Context: an optimization exercise on an open-source flow, tuned for small area, a short achievable clock period and few clock cycles per item. The choices shown serve that exercise and are no tape-out recipe.
No run shown here included a check of the RTL's function; only the layout flow was run.
Power and IR drop assume default switching activity.

==> design.v <==
`timescale 1ns / 1ps
`default_nettype none
module lc4_ldout(input  wire [15:0] dmem,
                 input  wire [15:0] res,
                 input  wire [15:0] b,
                 input  wire        is_ldr,
                 input  wire        is_str,
                 output wire [15:0] wdata,
                 output wire [2:0]  nzp,
                 output wire [15:0] dmem_data);
   assign wdata = is_ldr ? dmem : res;
   wire ld_z  = dmem == 16'd0;
   wire res_z = res == 16'd0;
   assign nzp = is_ldr ? {dmem[15], ld_z, ~dmem[15] & ~ld_z}
                       : {res[15], res_z, ~res[15] & ~res_z};
   assign dmem_data = is_ldr ? dmem : is_str ? b : 16'd0;
endmodule
`timescale 1ns / 1ps
`default_nettype none
module lc4_addlog(input  wire [15:0] ir,
                  input  wire [15:0] opa,
                  input  wire [15:0] opb,
                  input  wire        neg,
                  input  wire        cin,
                  output wire [15:0] s,
                  output wire [15:0] addres,    
                  output wire [15:0] logres);
   wire [15:0] ob = opb ^ {16{neg}};
   wire [15:0] ap = opa ^ ob;            
   wire [15:0] ag = opa & ob;            
   wire [16:0] cy;
   assign cy[0] = cin;
   genvar gj;
   generate
      for (gj = 0; gj < 16; gj = gj + 1) begin : g_add
         assign cy[gj+1] = ag[gj] | (ap[gj] & cy[gj]);
      end
   endgenerate
   assign s = ap ^ cy[15:0];
   wire lt = ir[7] ? ~cy[16] : ((opa[15] ^ opb[15]) ? opa[15] : s[15]);
   assign addres = (ir[15:12] == 4'h2) ? {lt, s[14:1], s[0] | s[15]} : s;
   assign logres = (~ir[5] & ir[3]) ? ap : (~ir[5] & ir[4]) ? (ap | ag) : ag;
endmodule
`timescale 1ns / 1ps
`default_nettype none
module lc4_div_steps #(parameter R = 4)
   (input  wire [15:0]  rem_in,
    input  wire [R-1:0] din,
    input  wire [15:0]  divisor,
    output wire [15:0]  rem_out,
    output wire [15:0]  rem_1,      
    output wire [R-1:0] q);
   wire [15:0] r [0:R];
   assign r[0] = rem_in;
   genvar i, j;
   generate
      for (i = 0; i < R; i = i + 1) begin : g_st
         wire [16:0] x = {r[i], din[R-1-i]};
         wire [16:0] bw;                         
         assign bw[0] = 1'b0;
         for (j = 0; j < 16; j = j + 1) begin : g_b
            assign bw[j+1] = (~x[j] & divisor[j]) | (~x[j] & bw[j]) | (divisor[j] & bw[j]);
         end
         wire [15:0] d = x[15:0] ^ divisor ^ bw[15:0];
         wire ok = x[16] | ~bw[16];
         assign q[R-1-i] = ok;
         assign r[i+1] = ok ? d : x[15:0];
      end
   endgenerate
   assign rem_out = r[R];
   assign rem_1 = r[1];
endmodule
`timescale 1ns / 1ps
`default_nettype none
module lc4_mul16(input  wire [15:0] an,    
                 input  wire [15:0] bn,    
                 output wire [15:0] p);
   wire [15:0] pp [0:15];
   genvar gi;
   generate
      for (gi = 0; gi < 16; gi = gi + 1) begin : g_pp
         assign pp[gi] = ~(an | {16{bn[gi]}});
      end
   endgenerate
   wire w1 = pp[0][13] ^ pp[1][12];
   wire w2 = pp[0][13] & pp[1][12];
   wire w3 = pp[0][14] ^ pp[1][13] ^ pp[2][12];
   wire w4 = (pp[0][14] & pp[1][13]) | (pp[0][14] & pp[2][12]) | (pp[1][13] & pp[2][12]);
   wire w5 = pp[3][11] ^ pp[4][10];
   wire w6 = pp[3][11] & pp[4][10];
   wire w7 = pp[0][15] ^ pp[1][14] ^ pp[2][13];
   wire w9 = pp[3][12] ^ pp[4][11] ^ pp[5][10];
   wire w11 = pp[6][9] ^ pp[7][8];
   wire w13 = pp[0][9] ^ pp[1][8];
   wire w14 = pp[0][9] & pp[1][8];
   wire w15 = pp[0][10] ^ pp[1][9] ^ pp[2][8];
   wire w16 = (pp[0][10] & pp[1][9]) | (pp[0][10] & pp[2][8]) | (pp[1][9] & pp[2][8]);
   wire w17 = pp[3][7] ^ pp[4][6];
   wire w18 = pp[3][7] & pp[4][6];
   wire w19 = pp[0][11] ^ pp[1][10] ^ pp[2][9];
   wire w20 = (pp[0][11] & pp[1][10]) | (pp[0][11] & pp[2][9]) | (pp[1][10] & pp[2][9]);
   wire w21 = pp[3][8] ^ pp[4][7] ^ pp[5][6];
   wire w22 = (pp[3][8] & pp[4][7]) | (pp[3][8] & pp[5][6]) | (pp[4][7] & pp[5][6]);
   wire w23 = pp[6][5] ^ pp[7][4];
   wire w24 = pp[6][5] & pp[7][4];
   wire w25 = pp[0][12] ^ pp[1][11] ^ pp[2][10];
   wire w26 = (pp[0][12] & pp[1][11]) | (pp[0][12] & pp[2][10]) | (pp[1][11] & pp[2][10]);
   wire w27 = pp[3][9] ^ pp[4][8] ^ pp[5][7];
   wire w28 = (pp[3][9] & pp[4][8]) | (pp[3][9] & pp[5][7]) | (pp[4][8] & pp[5][7]);
   wire w29 = pp[6][6] ^ pp[7][5] ^ pp[8][4];
   wire w30 = (pp[6][6] & pp[7][5]) | (pp[6][6] & pp[8][4]) | (pp[7][5] & pp[8][4]);
   wire w31 = pp[9][3] ^ pp[10][2];
   wire w32 = pp[9][3] & pp[10][2];
   wire w33 = pp[2][11] ^ pp[3][10] ^ pp[4][9];
   wire w34 = (pp[2][11] & pp[3][10]) | (pp[2][11] & pp[4][9]) | (pp[3][10] & pp[4][9]);
   wire w35 = pp[5][8] ^ pp[6][7] ^ pp[7][6];
   wire w36 = (pp[5][8] & pp[6][7]) | (pp[5][8] & pp[7][6]) | (pp[6][7] & pp[7][6]);
   wire w37 = pp[8][5] ^ pp[9][4] ^ pp[10][3];
   wire w38 = (pp[8][5] & pp[9][4]) | (pp[8][5] & pp[10][3]) | (pp[9][4] & pp[10][3]);
   wire w39 = pp[11][2] ^ pp[12][1] ^ pp[13][0];
   wire w40 = (pp[11][2] & pp[12][1]) | (pp[11][2] & pp[13][0]) | (pp[12][1] & pp[13][0]);
   wire w41 = pp[5][9] ^ pp[6][8] ^ pp[7][7];
   wire w42 = (pp[5][9] & pp[6][8]) | (pp[5][9] & pp[7][7]) | (pp[6][8] & pp[7][7]);
   wire w43 = pp[8][6] ^ pp[9][5] ^ pp[10][4];
   wire w44 = (pp[8][6] & pp[9][5]) | (pp[8][6] & pp[10][4]) | (pp[9][5] & pp[10][4]);
   wire w45 = pp[11][3] ^ pp[12][2] ^ pp[13][1];
   wire w46 = (pp[11][3] & pp[12][2]) | (pp[11][3] & pp[13][1]) | (pp[12][2] & pp[13][1]);
   wire w47 = pp[14][0] ^ w3 ^ w5;
   wire w48 = (pp[14][0] & w3) | (pp[14][0] & w5) | (w3 & w5);
   wire w49 = pp[8][7] ^ pp[9][6] ^ pp[10][5];
   wire w51 = pp[11][4] ^ pp[12][3] ^ pp[13][2];
   wire w53 = pp[14][1] ^ pp[15][0] ^ w7;
   wire w55 = w9 ^ w11 ^ w4;
   wire w57 = pp[0][6] ^ pp[1][5];
   wire w58 = pp[0][6] & pp[1][5];
   wire w59 = pp[0][7] ^ pp[1][6] ^ pp[2][5];
   wire w60 = (pp[0][7] & pp[1][6]) | (pp[0][7] & pp[2][5]) | (pp[1][6] & pp[2][5]);
   wire w61 = pp[3][4] ^ pp[4][3];
   wire w62 = pp[3][4] & pp[4][3];
   wire w63 = pp[0][8] ^ pp[1][7] ^ pp[2][6];
   wire w64 = (pp[0][8] & pp[1][7]) | (pp[0][8] & pp[2][6]) | (pp[1][7] & pp[2][6]);
   wire w65 = pp[3][5] ^ pp[4][4] ^ pp[5][3];
   wire w66 = (pp[3][5] & pp[4][4]) | (pp[3][5] & pp[5][3]) | (pp[4][4] & pp[5][3]);
   wire w67 = pp[6][2] ^ pp[7][1];
   wire w68 = pp[6][2] & pp[7][1];
   wire w69 = pp[2][7] ^ pp[3][6] ^ pp[4][5];
   wire w70 = (pp[2][7] & pp[3][6]) | (pp[2][7] & pp[4][5]) | (pp[3][6] & pp[4][5]);
   wire w71 = pp[5][4] ^ pp[6][3] ^ pp[7][2];
   wire w72 = (pp[5][4] & pp[6][3]) | (pp[5][4] & pp[7][2]) | (pp[6][3] & pp[7][2]);
   wire w73 = pp[8][1] ^ pp[9][0] ^ w13;
   wire w74 = (pp[8][1] & pp[9][0]) | (pp[8][1] & w13) | (pp[9][0] & w13);
   wire w75 = pp[5][5] ^ pp[6][4] ^ pp[7][3];
   wire w76 = (pp[5][5] & pp[6][4]) | (pp[5][5] & pp[7][3]) | (pp[6][4] & pp[7][3]);
   wire w77 = pp[8][2] ^ pp[9][1] ^ pp[10][0];
   wire w78 = (pp[8][2] & pp[9][1]) | (pp[8][2] & pp[10][0]) | (pp[9][1] & pp[10][0]);
   wire w79 = w15 ^ w17 ^ w14;
   wire w80 = (w15 & w17) | (w15 & w14) | (w17 & w14);
   wire w81 = pp[8][3] ^ pp[9][2] ^ pp[10][1];
   wire w82 = (pp[8][3] & pp[9][2]) | (pp[8][3] & pp[10][1]) | (pp[9][2] & pp[10][1]);
   wire w83 = pp[11][0] ^ w19 ^ w21;
   wire w84 = (pp[11][0] & w19) | (pp[11][0] & w21) | (w19 & w21);
   wire w85 = w23 ^ w16 ^ w18;
   wire w86 = (w23 & w16) | (w23 & w18) | (w16 & w18);
   wire w87 = pp[11][1] ^ pp[12][0] ^ w25;
   wire w88 = (pp[11][1] & pp[12][0]) | (pp[11][1] & w25) | (pp[12][0] & w25);
   wire w89 = w27 ^ w29 ^ w31;
   wire w90 = (w27 & w29) | (w27 & w31) | (w29 & w31);
   wire w91 = w20 ^ w22 ^ w24;
   wire w92 = (w20 & w22) | (w20 & w24) | (w22 & w24);
   wire w93 = w1 ^ w33 ^ w35;
   wire w94 = (w1 & w33) | (w1 & w35) | (w33 & w35);
   wire w95 = w37 ^ w39 ^ w26;
   wire w96 = (w37 & w39) | (w37 & w26) | (w39 & w26);
   wire w97 = w28 ^ w30 ^ w32;
   wire w98 = (w28 & w30) | (w28 & w32) | (w30 & w32);
   wire w99 = w2 ^ w41 ^ w43;
   wire w100 = (w2 & w41) | (w2 & w43) | (w41 & w43);
   wire w101 = w45 ^ w47 ^ w34;
   wire w102 = (w45 & w47) | (w45 & w34) | (w47 & w34);
   wire w103 = w36 ^ w38 ^ w40;
   wire w104 = (w36 & w38) | (w36 & w40) | (w38 & w40);
   wire w105 = w6 ^ w49 ^ w51;
   wire w107 = w53 ^ w55 ^ w42;
   wire w109 = w44 ^ w46 ^ w48;
   wire w111 = pp[0][4] ^ pp[1][3];
   wire w112 = pp[0][4] & pp[1][3];
   wire w113 = pp[0][5] ^ pp[1][4] ^ pp[2][3];
   wire w114 = (pp[0][5] & pp[1][4]) | (pp[0][5] & pp[2][3]) | (pp[1][4] & pp[2][3]);
   wire w115 = pp[3][2] ^ pp[4][1];
   wire w116 = pp[3][2] & pp[4][1];
   wire w117 = pp[2][4] ^ pp[3][3] ^ pp[4][2];
   wire w118 = (pp[2][4] & pp[3][3]) | (pp[2][4] & pp[4][2]) | (pp[3][3] & pp[4][2]);
   wire w119 = pp[5][1] ^ pp[6][0] ^ w57;
   wire w120 = (pp[5][1] & pp[6][0]) | (pp[5][1] & w57) | (pp[6][0] & w57);
   wire w121 = pp[5][2] ^ pp[6][1] ^ pp[7][0];
   wire w122 = (pp[5][2] & pp[6][1]) | (pp[5][2] & pp[7][0]) | (pp[6][1] & pp[7][0]);
   wire w123 = w59 ^ w61 ^ w58;
   wire w124 = (w59 & w61) | (w59 & w58) | (w61 & w58);
   wire w125 = pp[8][0] ^ w63 ^ w65;
   wire w126 = (pp[8][0] & w63) | (pp[8][0] & w65) | (w63 & w65);
   wire w127 = w67 ^ w60 ^ w62;
   wire w128 = (w67 & w60) | (w67 & w62) | (w60 & w62);
   wire w129 = w69 ^ w71 ^ w73;
   wire w130 = (w69 & w71) | (w69 & w73) | (w71 & w73);
   wire w131 = w64 ^ w66 ^ w68;
   wire w132 = (w64 & w66) | (w64 & w68) | (w66 & w68);
   wire w133 = w75 ^ w77 ^ w79;
   wire w134 = (w75 & w77) | (w75 & w79) | (w77 & w79);
   wire w135 = w70 ^ w72 ^ w74;
   wire w136 = (w70 & w72) | (w70 & w74) | (w72 & w74);
   wire w137 = w81 ^ w83 ^ w85;
   wire w138 = (w81 & w83) | (w81 & w85) | (w83 & w85);
   wire w139 = w76 ^ w78 ^ w80;
   wire w140 = (w76 & w78) | (w76 & w80) | (w78 & w80);
   wire w141 = w87 ^ w89 ^ w91;
   wire w142 = (w87 & w89) | (w87 & w91) | (w89 & w91);
   wire w143 = w82 ^ w84 ^ w86;
   wire w144 = (w82 & w84) | (w82 & w86) | (w84 & w86);
   wire w145 = w93 ^ w95 ^ w97;
   wire w146 = (w93 & w95) | (w93 & w97) | (w95 & w97);
   wire w147 = w88 ^ w90 ^ w92;
   wire w148 = (w88 & w90) | (w88 & w92) | (w90 & w92);
   wire w149 = w99 ^ w101 ^ w103;
   wire w150 = (w99 & w101) | (w99 & w103) | (w101 & w103);
   wire w151 = w94 ^ w96 ^ w98;
   wire w152 = (w94 & w96) | (w94 & w98) | (w96 & w98);
   wire w153 = w105 ^ w107 ^ w109;
   wire w155 = w100 ^ w102 ^ w104;
   wire w157 = pp[0][3] ^ pp[1][2];
   wire w158 = pp[0][3] & pp[1][2];
   wire w159 = pp[2][2] ^ pp[3][1] ^ pp[4][0];
   wire w160 = (pp[2][2] & pp[3][1]) | (pp[2][2] & pp[4][0]) | (pp[3][1] & pp[4][0]);
   wire w161 = pp[5][0] ^ w113 ^ w115;
   wire w162 = (pp[5][0] & w113) | (pp[5][0] & w115) | (w113 & w115);
   wire w163 = w117 ^ w119 ^ w114;
   wire w164 = (w117 & w119) | (w117 & w114) | (w119 & w114);
   wire w165 = w121 ^ w123 ^ w118;
   wire w166 = (w121 & w123) | (w121 & w118) | (w123 & w118);
   wire w167 = w125 ^ w127 ^ w122;
   wire w168 = (w125 & w127) | (w125 & w122) | (w127 & w122);
   wire w169 = w129 ^ w131 ^ w126;
   wire w170 = (w129 & w131) | (w129 & w126) | (w131 & w126);
   wire w171 = w133 ^ w135 ^ w130;
   wire w172 = (w133 & w135) | (w133 & w130) | (w135 & w130);
   wire w173 = w137 ^ w139 ^ w134;
   wire w174 = (w137 & w139) | (w137 & w134) | (w139 & w134);
   wire w175 = w141 ^ w143 ^ w138;
   wire w176 = (w141 & w143) | (w141 & w138) | (w143 & w138);
   wire w177 = w145 ^ w147 ^ w142;
   wire w178 = (w145 & w147) | (w145 & w142) | (w147 & w142);
   wire w179 = w149 ^ w151 ^ w146;
   wire w180 = (w149 & w151) | (w149 & w146) | (w151 & w146);
   wire w181 = w153 ^ w155 ^ w150;
   wire w183 = pp[0][2] ^ pp[1][1];
   wire w184 = pp[0][2] & pp[1][1];
   wire w185 = pp[2][1] ^ pp[3][0] ^ w157;
   wire w186 = (pp[2][1] & pp[3][0]) | (pp[2][1] & w157) | (pp[3][0] & w157);
   wire w187 = w111 ^ w159 ^ w158;
   wire w188 = (w111 & w159) | (w111 & w158) | (w159 & w158);
   wire w189 = w112 ^ w161 ^ w160;
   wire w190 = (w112 & w161) | (w112 & w160) | (w161 & w160);
   wire w191 = w116 ^ w163 ^ w162;
   wire w192 = (w116 & w163) | (w116 & w162) | (w163 & w162);
   wire w193 = w120 ^ w165 ^ w164;
   wire w194 = (w120 & w165) | (w120 & w164) | (w165 & w164);
   wire w195 = w124 ^ w167 ^ w166;
   wire w196 = (w124 & w167) | (w124 & w166) | (w167 & w166);
   wire w197 = w128 ^ w169 ^ w168;
   wire w198 = (w128 & w169) | (w128 & w168) | (w169 & w168);
   wire w199 = w132 ^ w171 ^ w170;
   wire w200 = (w132 & w171) | (w132 & w170) | (w171 & w170);
   wire w201 = w136 ^ w173 ^ w172;
   wire w202 = (w136 & w173) | (w136 & w172) | (w173 & w172);
   wire w203 = w140 ^ w175 ^ w174;
   wire w204 = (w140 & w175) | (w140 & w174) | (w175 & w174);
   wire w205 = w144 ^ w177 ^ w176;
   wire w206 = (w144 & w177) | (w144 & w176) | (w177 & w176);
   wire w207 = w148 ^ w179 ^ w178;
   wire w208 = (w148 & w179) | (w148 & w178) | (w179 & w178);
   wire w209 = w152 ^ w181 ^ w180;
   wire [15:0] ra = {w209, w207, w205, w203, w201, w199, w197, w195, w193, w191, w189, w187, w185, pp[2][0], pp[0][1], pp[0][0]};
   wire [15:0] rb = {w208, w206, w204, w202, w200, w198, w196, w194, w192, w190, w188, w186, w184, w183, pp[1][0], 1'b0};
   wire [16:0] cy;
   assign cy[0] = 1'b0;
   generate
      for (gi = 0; gi < 16; gi = gi + 1) begin : g_add
         assign cy[gi+1] = (ra[gi] & rb[gi]) | (ra[gi] & cy[gi]) | (rb[gi] & cy[gi]);
      end
   endgenerate
   assign p = ra ^ rb ^ cy[15:0];
endmodule
`timescale 1ns / 1ps
`default_nettype none
module lc4_rd8(input  wire [127:0] rf,
               input  wire [2:0]   sel,
               output reg  [15:0]  d);
   always @* begin
      case (sel)
        3'd0: d = rf[15:0];
        3'd1: d = rf[31:16];
        3'd2: d = rf[47:32];
        3'd3: d = rf[63:48];
        3'd4: d = rf[79:64];
        3'd5: d = rf[95:80];
        3'd6: d = rf[111:96];
        default: d = rf[127:112];
      endcase
   end
endmodule
`timescale 1ns / 1ps
`default_nettype none
module lc4_opsel(input  wire [15:0] ir,
                 input  wire [15:0] pc,
                 input  wire [15:0] a,
                 input  wire [15:0] b,
                 output wire [15:0] opa,
                 output reg  [15:0] opb,
                 output reg         neg,     
                 output wire        cin);
   wire [3:0] op = ir[15:12];
   wire [15:0] sx5  = {{11{ir[4]}}, ir[4:0]};
   wire [15:0] sx6  = {{10{ir[5]}}, ir[5:0]};
   wire [15:0] sx7  = {{9{ir[6]}}, ir[6:0]};
   wire [15:0] zx7  = {9'd0, ir[6:0]};
   wire [15:0] sx9  = {{7{ir[8]}}, ir[8:0]};
   wire [15:0] sx11 = {{5{ir[10]}}, ir[10:0]};
   wire use_pc = op == 4'h0 || op == 4'hc;
   assign opa = use_pc ? pc : a;
   always @* begin
      neg = 1'b0;
      opb = b;
      case (op)
        4'h1: begin
           if (ir[5]) opb = sx5;
           else neg = ir[4];
        end
        4'h2: begin
           neg = 1'b1;
           case (ir[8:7])
             2'b10: opb = sx7;
             2'b11: opb = zx7;
             default: opb = b;
           endcase
        end
        4'h5: begin
           if (ir[5]) opb = sx5;
           else if (ir[4:3] == 2'b01) begin
              opb = 16'd0;
              neg = 1'b1;
           end
        end
        4'h6, 4'h7: opb = sx6;
        4'h0: opb = sx9;
        4'hc: opb = sx11;
        default: opb = b;
      endcase
   end
   assign cin = neg | use_pc;
endmodule
`timescale 1ns / 1ps
`default_nettype none
module lc4_processor
   (input  wire        clk,
    input  wire        rst,
    input  wire        gwe,
    output wire [15:0] o_cur_pc,
    input  wire [15:0] i_cur_insn,
    output wire [15:0] o_dmem_addr,
    input  wire [15:0] i_cur_dmem_data,
    output wire        o_dmem_we,
    output wire [15:0] o_dmem_towrite,
    output wire [1:0]  test_stall,
    output wire [15:0] test_cur_pc,
    output wire [15:0] test_cur_insn,
    output wire        test_regfile_we,
    output wire [2:0]  test_regfile_wsel,
    output wire [15:0] test_regfile_data,
    output wire        test_nzp_we,
    output wire [2:0]  test_nzp_new_bits,
    output wire        test_dmem_we,
    output wire [15:0] test_dmem_addr,
    output wire [15:0] test_dmem_data,
    input  wire [7:0]  switch_data,
    output wire [7:0]  led_data);
   assign led_data = switch_data;
   reg [15:0]  pc;       
   reg [15:0]  ir;
   reg         valid;    
   reg [2:0]   dcnt;     
   reg [15:0]  remr;     
   reg [14:0]  qr;       
   reg [2:0]   nzp;
   reg [127:0] rf;       
   wire [3:0] op = ir[15:12];
   wire is_br    = op == 4'h0;
   wire is_arith = op == 4'h1;
   wire is_cmp   = op == 4'h2;
   wire is_jsr   = op == 4'h4;
   wire is_logic = op == 4'h5;
   wire is_ldr   = op == 4'h6;
   wire is_str   = op == 4'h7;
   wire is_rti   = op == 4'h8;
   wire is_const = op == 4'h9;
   wire is_shift = op == 4'ha;
   wire is_jmp   = op == 4'hc;
   wire is_hic   = op == 4'hd;
   wire is_trap  = op == 4'hf;
   wire is_mul  = is_arith & ir[5:3] == 3'b001;
   wire is_div  = is_arith & ir[5:3] == 3'b011;
   wire is_mod  = is_shift & ir[5:4] == 2'b11;
   wire is_long = is_div | is_mod;
   wire dlast   = dcnt[2] & dcnt[0];
   wire busy    = is_long & ~dlast;       
   wire rf_we_d  = is_arith | is_jsr | is_logic | is_ldr | is_const |
                   is_shift | is_hic | is_trap;
   wire nzp_we_d = rf_we_d | is_cmp;
   wire link     = is_jsr | is_trap;
   wire [2:0] wsel = link ? 3'd7 : ir[11:9];
   wire [2:0] ra = (is_cmp | is_hic) ? ir[11:9] :
                   is_rti ? 3'd7 : ir[8:6];
   wire [2:0] rb = is_str ? ir[11:9] : ir[2:0];
   wire [15:0] a, b;
   lc4_rd8 rda(.rf(rf), .sel(ra), .d(a));
   lc4_rd8 rdb(.rf(rf), .sel(rb), .d(b));
   wire [15:0] opa, opb, s, addres, logres;
   wire        neg, cin;
   lc4_opsel  os(.ir(ir), .pc(pc), .a(a), .b(b), .opa(opa), .opb(opb), .neg(neg), .cin(cin));
   lc4_addlog al(.ir(ir), .opa(opa), .opb(opb), .neg(neg), .cin(cin),
                 .s(s), .addres(addres), .logres(logres));
   wire [15:0] sx9  = {{7{ir[8]}}, ir[8:0]};
   wire shr = is_shift & (ir[5] ^ ir[4]);        
   wire [15:0] a_rev, m_rev;
   wire [15:0] onehot = 16'd1 << ir[3:0];
   wire [15:0] ma = shr ? a_rev : a;
   wire [15:0] mb = is_shift ? onehot : b;
   wire [15:0] mul;
   lc4_mul16 mu(.an(~ma), .bn(~mb), .p(mul));
   wire [15:0] fill;
   genvar gj;
   generate
      for (gj = 0; gj < 16; gj = gj + 1) begin : g_rev
         assign a_rev[gj] = a[15-gj];
         assign m_rev[gj] = mul[15-gj];
         assign fill[gj] = ~ir[5] & a[15] & (ir[3:0] > 15 - gj);
      end
   endgenerate
   wire [15:0] shres = shr ? (m_rev | fill) : mul;
   wire [15:0] pc1 = pc + 16'd1;
   reg [2:0] din;
   always @* begin
      case (dcnt)
        3'd0: din = a[15:13];
        3'd1: din = a[12:10];
        3'd2: din = a[9:7];
        3'd3: din = a[6:4];
        3'd4: din = a[3:1];
        default: din = {a[0], 2'b00};
      endcase
   end
   wire [15:0] rem_in = (dcnt == 3'd0) ? 16'd0 : remr;
   wire [15:0] rem_out, rem_1;
   wire [2:0]  q3;
   lc4_div_steps #(.R(3)) div(.rem_in(rem_in), .din(din), .divisor(b),
                              .rem_out(rem_out), .rem_1(rem_1), .q(q3));
   wire [15:0] divres = (b == 16'd0) ? 16'd0 : is_div ? {qr, q3[2]} : rem_1;
   reg [15:0] res;
   always @* begin
      case (op)
        4'h1: res = is_mul ? mul : addres;
        4'h2: res = addres;
        4'h5: res = logres;
        4'h9: res = sx9;
        4'ha: res = shres;
        4'hd: res = {ir[7:0], a[7:0]};
        4'h4, 4'hf: res = pc1;
        default: res = addres;
      endcase
      if (is_long) res = divres;
   end
   wire [15:0] wdata, dmem_data;
   wire [2:0]  nzp_new;
   lc4_ldout ld(.dmem(i_cur_dmem_data), .res(res), .b(b), .is_ldr(is_ldr), .is_str(is_str),
                .wdata(wdata), .nzp(nzp_new), .dmem_data(dmem_data));
   wire taken = is_br & |(ir[11:9] & nzp);
   reg [15:0] npc;
   always @* begin
      npc = pc1;
      if (valid) begin
         if (taken | (is_jmp & ir[11])) npc = s;
         else if (is_jsr & ir[11]) npc = {pc[15], ir[10:0], 4'd0};
         else if (is_jsr | is_jmp | is_rti) npc = a;
         else if (is_trap) npc = {8'h80, ir[7:0]};
      end
   end
   assign o_cur_pc = npc;
   wire adv = ~(valid & busy);       
   wire rf_we = valid & rf_we_d & ~busy;
   wire [15:0] rf_wd = wdata;
   always @(posedge clk) begin
      if (gwe) begin
         if (rst) begin
            pc    <= 16'h81ff;
            valid <= 1'b0;
            dcnt  <= 3'd0;
            nzp   <= 3'b000;
         end else begin
            if (adv) begin
               pc    <= npc;
               ir    <= i_cur_insn;
               valid <= 1'b1;
            end
            if (valid & is_long) begin
               dcnt <= dlast ? 3'd0 : dcnt + 3'd1;
               if (busy) begin
                  remr <= rem_out;
                  qr   <= {qr[11:0], q3};
               end
            end
            if (valid & nzp_we_d & ~busy) nzp <= nzp_new;
         end
      end
   end
   wire [15:0] rf_in = rst ? 16'd0 : rf_wd;
   genvar gi;
   generate
      for (gi = 0; gi < 8; gi = gi + 1) begin : g_rf
         always @(posedge clk)
            if (gwe & (rst | (rf_we & wsel == gi)))
               rf[gi*16 +: 16] <= rf_in;
      end
   endgenerate
   assign o_dmem_addr    = s;
   assign o_dmem_we      = valid & is_str;
   assign o_dmem_towrite = b;
   assign test_stall        = {1'b0, ~valid | busy};
   assign test_cur_pc       = pc;
   assign test_cur_insn     = ir;
   assign test_regfile_we   = rf_we_d;
   assign test_regfile_wsel = wsel;
   assign test_regfile_data = wdata;
   assign test_nzp_we       = nzp_we_d;
   assign test_nzp_new_bits = nzp_new;
   assign test_dmem_we      = is_str;
   assign test_dmem_addr    = (is_ldr | is_str) ? s : 16'd0;
   assign test_dmem_data    = dmem_data;
endmodule
==> flow/run.sh <==
#!/bin/bash
# The standard layout, except that the ports are buffered with buf_1
# cells instead of the delay buffers buffer_ports picks by default. Each
# make run's full output goes to a log file of its own here.
set -euo pipefail
bash standard.sh synth > flow_synth.log 2>&1
bash standard.sh "BUFFER_PORTS_ARGS=-buffer_cell sky130_fd_sc_hd__buf_1" finish > flow_finish.log 2>&1
==> standard.sh <==
#!/bin/bash
# synth_recipe.tcl (not shown) runs the flow's synth.tcl, then flattens the netlist and writes it again
# the make line also repeats each setting of config.mk as NAME=value (left out here)
make -C /OpenROAD-flow-scripts/flow DESIGN_CONFIG=/design/flow/config.mk WORK_HOME=/design/flow/orfs CLKGATE_MAP_FILE= SYNTH_SCRIPT=/design/flow/synth_recipe.tcl "${@:-finish}"
==> config.mk <==
export PLATFORM = sky130hd
export DESIGN_NAME = lc4_processor
export DESIGN_NICKNAME = lc4_processor
export VERILOG_FILES = /design/flow/design.v
export SDC_FILE = /design/flow/constraint.sdc
export NUM_CORES = 4
export LEC_CHECK = 0
export CAP_MARGIN = 20
export CORE_MARGIN = 2
export CORE_UTILIZATION = 30
export SLEW_MARGIN = 20
export SYNTH_HIERARCHICAL = 1
==> constraint.sdc <==
create_clock -name core_clock -period 70.0 [get_ports {clk}]
set_input_delay 14.0000 -clock core_clock [delete_from_list [all_inputs] [get_ports {clk}]]
set_output_delay 14.0000 -clock core_clock [all_outputs]
set_load 0.01 [all_outputs]
==> notes.md, run 1 <==
Global route:
- The pin count of the biggest net entering global routing is 46.
- The first global-routing pass estimated 117 mm of wire.
- The number of global-route vias before repair is 17,300.
- Global routing used 22.9% of the available tracks across all layers.
- The total congestion overflow after global routing is 0.
- The number of antenna violations at the first check in global routing came to 2.

Floorplan:
- Measured along the x axis, the die boundary spans 263 um.
- The number of I/O pins is 191.
- The total area inside the core boundary comes to 66,100 um^2.
- The standard-cell row count is 94.
- The floorplan step defined a die boundary enclosing 69,100 um^2.
- The effective utilization at floorplan is 30.4%.
- The die height is 263 um.

Place:
- The number of port buffers is 173.
- The half-perimeter wire length after placement is 59.9 mm.
- Routability-driven placement finished with a final weighted congestion of 0.980.
- The number of placed instances, taps included, is 3,025.
- Prior to clock tree synthesis, the placed netlist has a worst setup slack of 40.97 ns.

Timing:
- For this run, the top clock speed supported by timing is 0.0344 GHz.
- Headroom to the max-slew limit came out at 25.4%.
- The worst setup margin is 40.96 ns.
- The slew at the pin closest to its max-slew limit is 1.12 ns.
- In the final timing run, aggregate negative setup slack is 0 ns.
- The final-report hold violation count is 0.
- The maximum clock skew at final layout is 0.0155 ns.
- The post-route minimum period is 29.04 ns.
- Setup violations remaining at the end of the flow were counted as 0.
- After layout, the worst path uses 41.5% of the clock period.
- Setup repair after global routing left no endpoint under its margin.
- The number of max-slew violations in the final report is 0.

Power:
- Across the VDD grid, the largest voltage drop is 0.105 mV.
- For this design the static power due to leakage is 8.23 nW.
- Power spread over the standard cell area amounts to 53.4 nW/um^2.
- The internal power of the cells totals 0.000563 W.
- The net switching power is 0.000618 W.
- The overall power of the completed layout is 0.00118 W.
- Of the total power, combinational logic draws 77.3%.
- The switching power share of the total is 52.3%.
- The portion of total power attributed to sequential cells is 13.7%.
- The clock network power share is 8.9%.

Layout:
- Excluding fillers, the count of instances in the completed layout stands at 3,056.
- The share of final-layout standard cells stronger than drive strength 1 is 12.0%.
- The top cell types in the final layout, fill and taps aside, are 198 x edfxtp_1, 195 x nor2_1, 192 x inv_1.
- Summing all multi-input logic gate instances after layout gives 12,600 um^2.
- 0 antenna diodes ended up in the layout.
- For this run, the share of the core covered by cells in the final layout is 33.5%.
- Leaving out fill and tap cells, the most frequent cell in the layout is edfxtp_1.
- The number of nets at the end of the flow is 2,430.
- The register cell area after layout is 5950 um^2.
- The relative area change from synthesis to final layout is 9.99%.
- The filler cells instantiated in the layout total 6,811.

Detailed routing:
- The pre-antenna-repair detailed-routing pass consisted of 6 iterations.
- The final layout contains routed wiring with a total length of 80.7 mm.
- The count of nets left with antenna violations once routing finished came out at 0.
- The average vias per placed instance is 5.82.
- The number of DRC violations after detailed-routing iteration 0 is 2,076.
- The final route contains 17,800 vias.
- After detailed routing, the average wire length per cell comes to 26.4 um.
- The remaining routing DRC violations is 0.

Setup path:
- Among the stages of the critical path, the cell type that occurs most often is fa_1.
- The launch point of the worst reg-to-reg path is ir[14].
- For flop-to-flop paths, the worst setup slack is 44.22 ns.
- Counting cells, the worst reg-to-reg path comes to 68.
- In this run the worst path has a maximum fanout of 33.
- The origin of the worst setup path is ir[14].
- The kind of launch point of the worst setup path is a register.
- The largest single stage delay on the critical path is 0.89 ns.
- The worst register-to-register path ends at remr[4].
- STA puts the critical path data required time at 56.00 ns.
- STA puts the critical path data arrival time at 15.04 ns.
- For this design, the slowest cell found on the critical path is mux2_2.
- The worst setup path is captured at an output pin.
- The critical path is of the reg2out type.

Yosys:
- The most instantiated flip-flop cell in the synthesis netlist is edfxtp_1.
- The sequential area share after synthesis is 29.6%.
- Yosys printed 11 warnings.
- After synthesis, the netlist uses 107 different library cells.
- The cell count after synthesis came out at 2,079.
- The total of flip-flops plus latches after synthesis is 198.
- The cell area after technology mapping is 20,100 um^2.
- The average size of a mapped cell is 9.67 um^2.
- The number of enable flip-flop cells after synthesis is 198.
- The net count after synthesis is 2,329.
- The fraction of synthesis flops using an asynchronous set or reset pin is 0%.

Min path:
- In this run the most critical hold path is launched from qr[2].
- The path with the worst hold slack has its endpoint at qr[5].
- The cell depth of the worst min-delay path is 0.
- The path type of the worst min-delay path is reg2reg.

Clock network:
- CTS placed an instance of clkbuf_16 at the clock tree root.
- The number of setup buffers added after CTS is 0.
- In this run, post-CTS repair resized a total of 0 instances.
- The longest clock path from root to sink contains 2 buffers.
- After clock tree synthesis, the clock-pin slew on the worst setup and hold paths is 0.08 ns.
- After clock tree synthesis, the flow added hold-fix buffers numbering 0.
- The latest clock arrival within the worst-skew pair is 0.50 ns.
- The clock tree from TritonCTS is yes.
- The number of clock sinks is 198.
- The maximum level of the CTS H-tree is 4.
- Buffers inserted during clock tree synthesis total 17.

Outcome:
- The flow ran to the end and the layout has no timing, DRC or antenna violations.

Job:
- The max-cap violation count is 0.
## registers in the layout, summed over array words and instances, names as in the netlist
signal / count
nzp: 3
valid: 1
pc: 16
qr: 15
dcnt: 3
ir: 16
remr: 16
rf: 128
## per-layer routing
layer / vias up / global-route usage [%] / wire, um
met4: 0 / 10.9 / 4110
li1: 7557 / - / -
met3: 217 / 6.47 / 8930
met5: - / 0 / 0
met2: 1057 / 34.5 / 34800
met1: 8949 / 30.4 / 32900
## cell type report
cell class	count	area share (%)
multi-input cells	1521	56.8
flip-flops and latches	198	26.9
repair buffers	248	5.51
well taps	864	4.89
inverters	194	3.29
clock buffers	17	1.92
clock inverters	14	0.713
## cells by family after synthesis
| group | count (synthesis) | share of synthesized area (%) |
|---|---|---|
| simple gates | 610 | 15.8 |
| compound gates | 500 | 17.2 |
| buf+inv | 360 | 8.45 |
| fa+ha+maj | 208 | 18.6 |
| flops | 198 | 29.6 |
| mux | 140 | 7.61 |
| xor+xnor | 62 | 2.77 |
| other cells | 1 | 0.0187 |
## Yosys stat by module (local to each module, per instance), a selection
module,copies in the design,cells,flip-flops and latches
lc4_mul16,1,367,0
lc4_opsel,1,108,0
lc4_rd8,2,154,0
lc4_processor,1,876,198
lc4_addlog,1,210,0
lc4_ldout,1,54,0
## worst max-delay path, delay by kind of cell, from the launching register on
kind            cells  cell delay (ns)
fa+ha+maj          15             6.25
compound gates     10             2.84
simple gates        5             1.95
buf+inv             5             1.36
mux                 3             1.28
flops               1             0.62
xor+xnor            1             0.20
## power groups by stage
stage / sequential, W / combinational (W) / clock [W]
after global routing: 0.000163 / 0.000985 / 0.000110
after floorplan: 0.000163 / 0.000576 / 0
after global placement: 0.000164 / 0.000894 / 0
final: 0.000162 / 0.000913 / 0.000105
after CTS: 0.000162 / 0.000911 / 0.000106
after detailed placement: 0.000165 / 0.000904 / 0
## how the worst max path moves through the flow
stage / endpoint / slack [ns]
floorplan: test_nzp_new_bits[0] / 41.33
global placement: test_nzp_new_bits[0] / 40.97
detailed placement: test_nzp_new_bits[0] / 40.97
CTS: test_nzp_new_bits[0] / 40.97
global route: test_nzp_new_bits[1] / 40.60
finish: test_nzp_new_bits[1] / 40.96
## stage by stage
step	cell area, um^2	hold slack [ns]
final	22100	0.454
after CTS	22100	0.454
after global routing	22100	0.461
after floorplan	20100	0.426
after global placement	21500	0.430
after detailed placement	21500	0.434
## synthesized netlist by cell type, types with 11 or more instances
cell      count  area [um^2]
o22ai_1      20          125
nor4_1       12         75.1
mux2_2       57          642
nor2_1      197          739
nor2b_1      34          213
o21ai_1      17         85.1
xor2_1       28          245
clkbuf_1     47          176
or2_1        21          131
a221oi_1     50          438
xnor2_1      33          289
nand2_1     118          443
nand3b_1     11         82.6
nand3_1      20          100
ha_1         56          701
and2_1       41          257
inv_1       192          721
o22a_1       26          228
buf_2        55          275
fa_1        151         3020
a211oi_1     18          135
o21ai_0      81          405
nor3b_1      19          143
buf_4        40          300
a21oi_1     125          626
a22o_1       21          184
nand2b_1     20          125
a22oi_1      34          255
nor3_1       30          150
mux2i_1      73          731
or2_2        19          119
edfxtp_1    198         5950
buf_6        17          191
==> inputs of run 2 (changes only) <==
--- a/design.v
+++ b/design.v
@@ -34,5 +34,9 @@
    generate
       for (gj = 0; gj < 16; gj = gj + 1) begin : g_add
-         assign cy[gj+1] = ag[gj] | (ap[gj] & cy[gj]);
+         if (gj % 2 == 1) begin : g_la
+            assign cy[gj+1] = ag[gj] | (ap[gj] & ag[gj-1]) | (ap[gj] & ap[gj-1] & cy[gj-1]);
+         end else begin : g_r
+            assign cy[gj+1] = ag[gj] | (ap[gj] & cy[gj]);
+         end
       end
    endgenerate
==> notes.md, run 2 <==
Outcome:
- The flow ran to the end and the layout has no timing, DRC or antenna violations.

Global route:
- The global-route wire length before repair is 117 mm (-0.25%).
- The total congestion overflow after global routing is 0 (unchanged).
- The number of global-route vias before repair came to 17,800 (+2.7%).
- The number of antenna violations at the first check in global routing was 6 (+4).
- The pin count of the biggest net entering global routing is 54 (+17%).
- The overall routing resource usage is 22.5% (-0.41 points).

Place:
- The half-perimeter wire length after placement is 56.9 mm (-4.9%).
- The number of port buffers is 173 (unchanged).
- The placer's final routability congestion estimate is 1.01 (+3.2%).
- The minimum setup slack after placement was 40.90 ns (-0.0772 ns).
- The post-detailed-placement cell area is 21,600 um^2 (+0.41%).

Layout:
- The flip-flop count of the largest register after layout was 128 (unchanged).
- The share of final-layout standard cells stronger than drive strength 1 is 12.9% (+0.87 points).
- The area of all placed cells without fillers is 22,200 um^2 (+0.61%).
- Relative to the synthesized area, the layout overhead comes to 10.7%.
- The library cell used most frequently in the layout, excluding fill and tap cells, is nor2_1.
- The number of nets at the end of the flow is 2,461 (+1.3%).
- The end-of-flow core utilization came to 33.7% (+0.20 points).
- Counting flops per register, the top entry is rf.
- The library cells used most frequently in the layout, excluding fill and tap cells, are 213 x nor2_1, 198 x edfxtp_1, 184 x inv_1.

Power:
- The internal power component is 0.000564 W (+0.23%).
- The portion of total power attributed to sequential cells is 13.3% (-0.4 points).
- The clock network power share is 8.9% (about the same).
- The switching power share of the total is 53.7% (+1.4 points).
- The combinational cell fraction of total power is 77.8% (+0.5 points).
- The overall power of the completed layout is 0.00122 W (+3.2%).
- The power density relative to cell area came to 54.8 nW/um^2 (+2.5%).
- The net switching power is 0.000654 W (+5.9%).
- The maximum ir drop on the vdd rail is 0.0891 mV (-15%).
- The leakage power summed over all cells is 8.34 nW (+1.3%).

Setup path:
- The number of buffers and inverters on the critical path is 2 (-3).
- The largest fanout on the critical path came to 3 (-91%).
- The critical path goes through buf_1 -> nor4_2 -> nand4_1 -> a32o_2 -> buf_1.
- Counting stages on the worst path, the most repeated cell is buf_1.
- The kind of cell with the highest combined delay along the critical path is simple AND/OR/NAND/NOR gates.
- The critical-path cell with the highest stage delay is nor4_2.
- The data required time of the critical path is 56.00 ns (about the same).
- The kind of critical path is in2out.
- The data arrival time of the critical path is 15.09 ns (+0.05 ns).
- The largest stage delay on the critical path came to 0.37 ns (-0.52 ns).
- The worst setup path is launched from an input port.
- The worst setup path is captured at an output pin.
- The internal reg-to-reg setup slack was 44.38 ns (+0.16 ns).

Floorplan:
- The width of the die is 263 um (about the same).
- The effective utilization at floorplan came to 30.4% (about the same).
- The die height is 263 um (about the same).
- The die area is 69,100 um^2 (about the same).
- The placeable core region was 66,100 um^2 (unchanged).
- The standard-cell row count is 94 (unchanged).
- The number of I/O pins was 191 (unchanged).

Yosys:
- The top-area cell type share of the netlist area is 29.6% (about the same).
- The most instantiated flip-flop cell in the synthesis netlist is edfxtp_1.
- The average size of a mapped cell came to 9.55 um^2 (-1.2%).
- The number of warnings printed during yosys synthesis was 11 (unchanged).
- Sorting the synthesized cells by area gives the leading types as edfxtp_1 30%, fa_1 14%, nor2_1 4.0%, mux2i_1 3.6%, ha_1 3.5%.
- The sequential area share after synthesis is 29.6% (about the same).
- The net count after synthesis is 2,348 (+0.82%).
- The cell count after synthesis was 2,105 (+1.3%).
- The fraction of synthesis flops using an asynchronous set or reset pin is 0% (unchanged).
- The number of distinct standard cells referenced by the synthesized netlist is 107 (unchanged).
- The cell area after technology mapping is 20,100 um^2 (about the same).
- The number of enable flip-flop cells after synthesis is 198 (unchanged).
- The total of flip-flops plus latches after synthesis is 198 (unchanged).
- The most numerous cell in the Yosys netlist is nor2_1.
- Sorting the synthesized cells by how often they occur yields 215 x nor2_1, 198 x edfxtp_1, 184 x inv_1.
- The synthesized design spends more area on one cell type than any other, namely edfxtp_1.

Detailed routing:
- The via count of the routed design is 18,000 (+1.2%).
- The remaining routing DRC violations is 0 (unchanged).
- The total wire length is 78.5 mm (-2.7%).
- The number of antenna-violating nets in the routed design is 0 (unchanged).
- The average vias per placed instance is 5.81 (-0.12%).
- The number of optimization iterations in the first detailed-route pass is 6 (unchanged).
- The number of DRC violations after detailed-routing iteration 0 was 2,139 (+3.0%).
- The routed wirelength normalized by instance count is 25.4 um (-4.0%).

Timing:
- The maximum clock skew at final layout is 0.0308 ns (+0.0154 ns).
- The worst setup margin was 40.91 ns (-0.0476 ns).
- The accumulated negative setup slack is 0 ns (unchanged).
- Setup repair after global routing left no endpoint under its margin.
- The worst slew margin relative to its limit was 23.1% (-2.2 points).
- The ratio of final minimum period to clock period is 41.6% (+0.068 points).
- The number of max-slew violations in the final report was 0 (unchanged).
- The maximum operating frequency came to 0.0344 GHz (-0.16%).
- The final-report hold violation count is 0 (unchanged).
- The post-route minimum period is 29.09 ns (+0.0476 ns).
- The final number of setup-violating endpoints is 0 (unchanged).
- The slew at the pin closest to its max-slew limit came to 1.15 ns (+0.0288 ns).

Clock network:
- The number of clock sinks is 198 (unchanged).
- The hold-fix buffer count after cts is 0 (unchanged).
- The clock slew seen by the registers of the worst setup and hold paths is 0.09 ns (about the same).
- The library cell used as clock root buffer is clkbuf_16.
- The maximum level of the CTS H-tree was 4 (unchanged).
- The clock tree buffer depth is 2 (unchanged).
- The setup fix buffers added after clock tree synthesis is 0 (unchanged).
- The latest clock arrival within the worst-skew pair is 0.50 ns (about the same).
- The clock tree from TritonCTS is yes.
- The TritonCTS buffer count was 17 (unchanged).
- The number of resized instances in the post-cts repair step was 0 (unchanged).

Job:
- The max-cap violation count is 0 (unchanged).

Min path:
- The path type of the worst min-delay path is reg2reg.
run 2: metal layers:
layer  vias to the layer above  share of wire, %  global-route usage [%]
met3                       213                12                    6.61
met2                      1158                43                    33.8
met4                         6               4.7                    10.1
met1                      8911                41                    29.9
met5                         -             0.036                   0.139
li1                       7704                 -                       -
run 2: stage by stage:
stage,hold slack [ns],cells
2_1_floorplan,0.426,2105
3_3_place_gp,0.432,3063
3_5_place_dp,0.437,3063
4_1_cts,0.459,3094
5_1_grt,0.466,3095
6_report,0.459,3096
run 2: power groups by stage:
stage	Clock (W)	Sequential [W]	Combinational (W)
6_report	0.000108	0.000162	0.000948
5_1_grt	0.000114	0.000164	0.00102
4_1_cts	0.000111	0.000162	0.000932
3_5_place_dp	0	0.000165	0.000928
3_3_place_gp	0	0.000164	0.000915
2_1_floorplan	0	0.000163	0.000588
run 2: worst paths after layout:
path / start / endpoint / cells after the start
max: i_cur_dmem_data[0] / test_nzp_new_bits[0] / 5
min: qr[10] / qr[13] / 0
max reg2reg: ir[15] / remr[15] / 75
min reg2reg: qr[10] / qr[13] / 0
run 2: worst reg2reg max path, delay by kind of cell (launching register included):
| family | cells | cell delay (ns) |
|---|---|---|
| adders and majority gates | 46 | 17.30 |
| and+or+nand+nor | 8 | 3.35 |
| AOI/OAI and AO/OA | 10 | 2.25 |
| buffers and inverters | 10 | 1.76 |
| muxes | 1 | 0.41 |
| DFF | 1 | 0.34 |
run 2: cell type report:
class                           instances  area [um^2]
Timing Repair Buffer                  258         1290
Clock inverter                         14          195
Fill cell                            6799        43900
Tap cell                              864         1080
Multi-Input combinational cell       1557        12600
Clock buffer                           17          425
Antenna cell                            2         5.00
Inverter                              186          698
Sequential cell                       198         5950
run 2: cells by family after synthesis:
group | after synthesis | share of synthesized area (%)
AND/OR/NAND/NOR | 624 | 15.8
AO/OA/AOI/OAI | 521 | 17.9
buffers and inverters | 350 | 8.15
adder cells (fa/ha/maj) | 201 | 17.8
flip-flops | 198 | 29.6
multiplexers | 140 | 7.61
XOR/XNOR | 70 | 3.12
other | 1 | 0.0187
run 2: modules after synthesis (local to each module, per instance), excerpt:
module / cell area (um^2) / cells / flops+latches
lc4_opsel: 787 / 108 / 0
lc4_mul16: 3220 / 367 / 0
lc4_processor: 10200 / 876 / 198
lc4_ldout: 495 / 54 / 0
lc4_addlog: 1620 / 236 / 0
lc4_rd8: 1030 / 154 / 0
==> inputs of run 3 (changes only) <==
--- a/config.mk
+++ b/config.mk
@@ -6,7 +6,7 @@
 export NUM_CORES = 4
 export LEC_CHECK = 0
-export CAP_MARGIN = 20
+export CAP_MARGIN = 0
 export CORE_MARGIN = 2
-export CORE_UTILIZATION = 30
-export SLEW_MARGIN = 20
+export CORE_UTILIZATION = 50
+export SLEW_MARGIN = 0
 export SYNTH_HIERARCHICAL = 1
==> notes.md, run 3 <==
Global route:
- The number of antenna violations at the first check in global routing is 4 (-2).
- The global-route wire length before repair is 109 mm (-6.3%).
- The number of global-route vias before repair came to 16,700 (-6.4%).
- The overall routing resource usage is 35.8% (+13 points).
- The total congestion overflow after global routing is 0 (unchanged).
- The pin count of the biggest net entering global routing was 54 (unchanged).

Timing:
- The ratio of final minimum period to clock period is 41.9% (+0.36 points).
- The post-route minimum period was 29.34 ns (+0.249 ns).
- The maximum operating frequency is 0.0341 GHz (-0.85%).
- The slew at the pin closest to its max-slew limit is 1.23 ns (+0.0792 ns).
- The final number of setup-violating endpoints is 0 (unchanged).
- The maximum clock skew at final layout came to 0.0159 ns (-0.0149 ns).
- The accumulated negative setup slack is 0 ns (unchanged).
- Setup repair after global routing left no endpoint under its margin.
- The worst slew margin relative to its limit was 18.3% (-4.8 points).
- The number of max-slew violations in the final report came to 0 (unchanged).
- The final-report hold violation count is 0 (unchanged).

Floorplan:
- The width of the die is 205 um (-22%).
- The die area is 41,800 um^2 (-39%).
- The number of I/O pins is 191 (unchanged).
- The standard-cell row count is 73 (-22%).
- The effective utilization at floorplan was 50.6% (+20 points).
- The die height came to 205 um (-22%).
- The placeable core region came to 39,700 um^2 (-40%).

Yosys:
- In the post-synthesis netlist, the biggest area contributors are edfxtp_1 30%, fa_1 14%, nor2_1 4.0%, mux2i_1 3.6%, ha_1 3.5%.
- The cell count after synthesis was 2,105 (unchanged).
- The cell type with the highest aggregate area in the netlist is edfxtp_1.
- The most numerous cell in the Yosys netlist is nor2_1.
- The sequential area share after synthesis came to 29.6% (unchanged).
- The top-area cell type share of the netlist area is 29.6% (unchanged).
- Sorting the synthesized cells by how often they occur yields 215 x nor2_1, 198 x edfxtp_1, 184 x inv_1.
- The average size of a mapped cell came to 9.55 um^2 (unchanged).
- The number of warnings printed during yosys synthesis is 11 (unchanged).
- The number of distinct standard cells referenced by the synthesized netlist is 107 (unchanged).
- The number of enable flip-flop cells after synthesis is 198 (unchanged).
- The net count after synthesis is 2,348 (unchanged).
- The fraction of synthesis flops using an asynchronous set or reset pin is 0% (unchanged).
- The cell area after technology mapping is 20,100 um^2 (unchanged).
- The total of flip-flops plus latches after synthesis was 198 (unchanged).
- For this run, the leading register cell type out of synthesis is edfxtp_1.

Setup path:
- The internal reg-to-reg setup slack was 43.84 ns (-0.54 ns).
- The worst setup path is launched from an input port.
- The category of the worst setup path capture point is an output pin.
- The data required time of the critical path was 56.00 ns (about the same).
- The largest fanout on the critical path is 3 (unchanged).
- The end of the worst register-to-register path is remr[15].
- The launch point of the worst reg-to-reg path is ir[14].
- In this run the worst setup path terminates at test_nzp_new_bits[1].
- The critical path is of the in2out type.
- The depth of the worst register-to-register path came to 71 (-5.3%).
- The origin of the worst setup path is i_cur_dmem_data[8].
- The data arrival time of the critical path was 15.34 ns (+0.25 ns).

Clock network:
- The TritonCTS buffer count is 17 (unchanged).
- The clock tree from TritonCTS is yes.
- The hold-fix buffer count after cts is 0 (unchanged).
- The setup fix buffers added after clock tree synthesis is 0 (unchanged).
- The clock tree buffer depth was 2 (unchanged).
- The maximum level of the CTS H-tree is 4 (unchanged).
- The number of clock sinks is 198 (unchanged).
- The clock slew seen by the registers of the worst setup and hold paths is 0.07 ns (-0.02 ns).
- The latest clock arrival within the worst-skew pair came to 0.48 ns (-0.02 ns).
- The tree is rooted in a clkbuf_16.
- The number of resized instances in the post-cts repair step came to 0 (unchanged).

Layout:
- The relative area change from synthesis to final layout is 7.92%.
- The area of all placed cells without fillers was 21,700 um^2 (-2.5%).
- In the layout the commonest cells are 213 x nor2_1, 198 x edfxtp_1, 184 x inv_1.
- The number of nets at the end of the flow is 2,450 (-0.45%).
- Counting flops per register, the top entry is rf.
- The share of final-layout standard cells stronger than drive strength 1 is 12.5% (-0.44 points).
- The flip-flop count of the largest register after layout is 128 (unchanged).
- The library cell used most frequently in the layout, excluding fill and tap cells, is nor2_1.

Place:
- The half-perimeter wire length after placement is 54.0 mm (-5.1%).
- The placer's final routability congestion estimate is 0.989 (-2.3%).
- The number of port buffers is 173 (unchanged).
- The post-detailed-placement cell area is 21,100 um^2 (-2.3%).

Detailed routing:
- The number of DRC violations after detailed-routing iteration 0 is 2,238 (+4.6%).
- The via count of the routed design was 17,600 (-2.2%).
- The routed wirelength normalized by instance count is 27.1 um (+6.9%).
- The total wire length is 74.5 mm (-5.2%).
- The average vias per placed instance is 6.41 (+10%).
- The remaining routing DRC violations is 0 (unchanged).
- The number of antenna-violating nets in the routed design is 0 (unchanged).
- The number of optimization iterations in the first detailed-route pass is 9 (+3).

Job:
- The max-cap violation count is 0 (unchanged).

Power:
- The overall power of the completed layout is 0.00119 W (-2.3%).
- The power density relative to cell area came to 54.9 nW/um^2 (+0.19%).
- The maximum ir drop on the vdd rail is 0.148 mV (+66%).
- The leakage power summed over all cells is 8.28 nW (-0.71%).

Outcome:
- The flow ran to the end and the layout has no timing, DRC or antenna violations.

Min path:
- The tightest min-delay check is of the reg2reg type.
[run 3: worst min path at each step]
stage          startpoint  endpoint  slack [ns]  cells after the start
5_1_grt             qr[1]     qr[4]        0.48                      0
2_1_floorplan       qr[7]    qr[10]        0.43                      0
3_3_place_gp       qr[10]    qr[13]        0.44                      0
6_report            qr[3]     qr[6]        0.46                      0
3_5_place_dp        qr[5]     qr[8]        0.44                      0
4_1_cts             qr[3]     qr[6]        0.46                      0
[run 3: where the power goes]
part	leakage [nW]	switching, W	internal (W)
sequential	1.88	0.00000743	0.000156
clock	0.290	0.0000532	0.0000508
combinational	6.12	0.000564	0.000360
total	8.28	0.000624	0.000566
[run 3: per-module statistics from Yosys (local to each module, per instance), a selection]
module | cells | flip-flops and latches
lc4_addlog | 236 | 0
lc4_ldout | 54 | 0
lc4_mul16 | 367 | 0
lc4_opsel | 108 | 0
lc4_processor | 876 | 198
lc4_rd8 | 154 | 0
[run 3: metrics by stage]
stage                     cells  worst slack (ns)  hold slack, ns  util (%)
after floorplan            2105             41.33           0.426         -
after global placement     2713             40.67           0.436      53.1
after detailed placement   2713             40.70           0.437      53.1
after CTS                  2745             40.70           0.458      54.6
after global routing       2746             40.49           0.477      54.6
final                      2746             40.66           0.458      54.6
[run 3: critical path: stages]
cell and delay [ns]:
buf_1 0.11, nor4_2 0.34, nand4_1 0.30, mux2i_1 0.39
buf_1 0.21
[run 3: final cells by class]
cell class	count	area, um^2
Antenna cell	1	2.50
Clock buffer	18	429
Clock inverter	14	164
Fill cell	3695	18000
Inverter	186	698
Multi-Input combinational cell	1557	12600
Sequential cell	198	5950
Tap cell	525	657
Timing Repair Buffer	247	1210
[run 3: cells by family (layout without fill, tap and decap cells)]
logic type               count (synthesis)  after routing  synth area share (%)
AO/OA/AOI/OAI                          521            521                  17.9
XOR/XNOR                                70             70                  3.12
adder cells (fa/ha/maj)                201            201                  17.8
buffers and inverters                  350            465                  8.15
flip-flops                             198            198                  29.6
multiplexers                           140            140                  7.61
other                                    1              2                0.0187
AND/OR/NAND/NOR                        624            624                  15.8
[run 3: metal layers]
layer	part of all wire [%]	global-route usage [%]
met1	40	49.0
met2	44	54.1
met3	11	8.27
met4	4.8	15.9
met5	0.15	1.79

afterwards: timing with drivers on the ports:
In the flow no input, the clock included, has a driving cell. The finished layouts below were timed again as built, in two steps.
Step 1 assumes that a clkbuf_16 drives the clock port and a buf_2 every other input.
Step 2 times the ports against the registers' clock, not the clock port: input delays grow and output delays shrink by t, the midpoint of the rising clock arrivals with the driver on.
Slacks: ideal / step 1 / step 2; pairs: ideal / step 1.
| run | shift t [ns] | setup slack, ns | clock arrival spread, ns | slew at the worst register clock pin (ns) |
|---|---|---|---|---|
| run 1 | 0.555 | 40.956 / 40.895 / 40.953 | 0.015 / 0.015 | 0.09 / 0.09 |
| run 2 | 0.540 | 40.909 / 40.882 / 40.882 | 0.030 / 0.031 | 0.10 / 0.10 |
| run 3 | 0.535 | 40.659 / 40.638 / 40.638 | 0.016 / 0.016 | 0.09 / 0.09 |
After both steps every run listed still meets setup and hold. For run 2, which loses most, drivers alone change the setup slack by -0.027 ns; drivers and shift together by -0.027 ns.
